What follows belongs to an exercise in optimizing a design on an open flow for small area; a production flow would make more cautious choices. In this exercise RTL edits were held to simulation tests only and were not proved equivalent to the original. Power is estimated from default activity; no workload was simulated.

==> inputs of job 516 <==
// module_top_keyboard
module module_top_keyboard (
    input  logic        clk,
    input  logic        rst,
    input  logic [3:0]  filas,
    output logic [3:0]  columnas,
    output logic [3:0]  led,
    output logic [3:0]  anodo,
    output logic [15:0] suma_out,
    output logic        a, b, c, d, e, f, g,
    output logic [1:0]  col_idx_dbg,
    output logic [3:0]  col_reg_dbg
);
export LEC_CHECK = 0
export ABC_AREA = 1
export CAP_MARGIN = 20
export CORE_MARGIN = 2
export CORE_UTILIZATION = 40
export PLACE_DENSITY = 0.6
export SLEW_MARGIN = 20
create_clock -name core_clock -period 25.0 [get_ports {clk}]
standard.sh (not shown) runs the stock make flow with config.mk's settings and CLKGATE_MAP_FILE= SYNTH_SCRIPT=/design/flow/synth_recipe.tcl, a recipe that flattens the netlist after the stock synthesis.
==> flow/flow/run.sh <==
#!/bin/bash
# Own layout flow: the standard flow (standard.sh, unchanged synthesis) with two
# changes to how the layout is made:
#  - ports are buffered with sky130_fd_sc_hd__buf_1 instead of the default buffer;
#  - clock tree synthesis uses clkbuf_8 buffers and no dummy loads.
# make's full output goes to standard.log in the work folder; ORFS keeps each step's
# log under orfs/logs/.
set -euo pipefail
export BUFFER_PORTS_ARGS="-buffer_cell sky130_fd_sc_hd__buf_1"
export CTS_ARGS="-sink_clustering_enable -repair_clock_nets -dont_use_dummy_load -buf_list sky130_fd_sc_hd__clkbuf_8"
bash standard.sh > standard.log 2>&1
==> job 6748 (differences from job 516) <==
==> flow/run.sh (new file) <==
#!/bin/bash
# synth_recipe.tcl (not shown) runs the flow's synth.tcl, then flattens the netlist and writes it again
# the make line also repeats each setting of config.mk as NAME=value (left out here)
make -C /OpenROAD-flow-scripts/flow DESIGN_CONFIG=/design/flow/config.mk WORK_HOME=/design/flow/orfs CLKGATE_MAP_FILE= SYNTH_SCRIPT=/design/flow/synth_recipe.tcl finish
removed: flow/flow/run.sh
removed: flow/standard.sh
==> job 7796 (differences from job 516) <==
==> flow/run.sh (new file) <==
#!/bin/bash
# synth_recipe.tcl (not shown) runs the flow's synth.tcl, then flattens the netlist and writes it again
# the make line also repeats each setting of config.mk as NAME=value (left out here)
make -C /OpenROAD-flow-scripts/flow DESIGN_CONFIG=/design/flow/config.mk WORK_HOME=/design/flow/orfs CLKGATE_MAP_FILE= SYNTH_SCRIPT=/design/flow/synth_recipe.tcl finish
CTS_BUF_LIST = sky130_fd_sc_hd__clkbuf_8   (was unset)
removed: flow/flow/run.sh
removed: flow/standard.sh
==> flow_summary_export.csv <==
group,metric,value,unit
outcome,status,"no timing/DRC/antenna violations",
cells_and_area,drive_gt1_share,7.48,%
cells_and_area,syn_to_final_growth,16.0,%
global_routing,use_met2,24.0,%
placement,place_hpwl,9580,um
power,clkPwrFrac,44.7,%
timing,fin_ws,15490,ps
clock_network,cts_root_buffer,"clkbuf_16",
cells_and_area,post-route-util,47.4,%
critical_path,cp.arrival,4510,ps
critical_path,crit_path_cell_trace,"ha_1, fa_1, fa_1, fa_1, fa_1, fa_1, fa_1, inv_1, fa_1, inv_1, clkdlybuf4s50_1",
power,p_comb,32.0,uW
clock_network,clock_latency,430,ps
power,pg_seq,280,uW
cells_and_area,seq_share,40.3,%
critical_path,slowest_delay,520,ps
hold_path,min-delay-start,"freq_divider_inst.w[3]",
critical_path,cp_slowest_cell,"clkdlybuf4s50_1",
(the above is from job 6748)
==> flow_summary_export.csv <==
group,metric,value,unit
clock_network,clock_latency,450,ps
clock_network,cts_root_buffer,"clkbuf_8",
power,pg_seq,279,uW
cells_and_area,syn_to_final_growth,7.63,%
cells_and_area,post-route-util,44.0,%
critical_path,cp_slowest_cell,"edfxtp_1",
critical_path,slowest_delay,470,ps
power,clkPwrFrac,30.6,%
outcome,status,"no timing/DRC/antenna violations",
critical_path,cp.arrival,4130,ps
(the above is from job 516)
==> flow_summary_export.csv <==
group,metric,value,unit
critical_path,crit_buf_inv,3,
hold_path,min-delay-start,"debounce_2_inst.cnt[13]",
power,pg_seq,279,uW
clock_network,clock_latency,460,ps
outcome,status,"no timing/DRC/antenna violations",
cells_and_area,drive_gt1_share,7.48,%
critical_path,crit_path_cell_trace,"ha_1, fa_1, fa_1, fa_1, fa_1, fa_1, fa_1, inv_1, fa_1, inv_1, clkdlybuf4s50_1",
placement,place_hpwl,9580,um
critical_path,slowest_delay,520,ps
critical_path,cp.arrival,4540,ps
cells_and_area,syn_to_final_growth,13.3,%
clock_network,cts_root_buffer,"clkbuf_8",
timing,fin_ws,15460,ps
cells_and_area,post-route-util,46.3,%
yosys,synth_cells,846,
cells_and_area,seq_share,41.2,%
power,p_comb,31.9,uW
yosys,yosys_warnings,11,
(the above is from job 7796)

## port drivers added, routing unchanged
In the flow no input, the clock included, has a driving cell. The finished layouts below were timed again as built, in two steps. Step 1 (the two cells are an assumption about what drives the block):
set clk [get_ports {clk}]
set_driving_cell -lib_cell sky130_fd_sc_hd__clkbuf_16 $clk
set_driving_cell -lib_cell sky130_fd_sc_hd__buf_2 [delete_from_list [all_inputs] $clk]
Step 2 times the ports against the registers' clock, not the clock port: input delays grow and output delays shrink by t, the midpoint of the rising clock arrivals with the driver on. Three values: no drivers, after step 1, after step 2; two values: the first two.
| run | t, ns | setup slack, ns | hold WS [ns] |
|---|---|---|---|
| job 516 | 0.476 | 15.867 / 15.830 / 16.306 | 0.388 / 0.388 / 0.388 |
| job 6748 | 0.468 | 15.490 / 15.450 / 15.918 | 0.388 / 0.388 / 0.388 |
| job 7796 | 0.483 | 15.462 / 15.426 / 15.910 | 0.394 / 0.394 / 0.394 |
After both steps setup and hold are still met in every run listed.
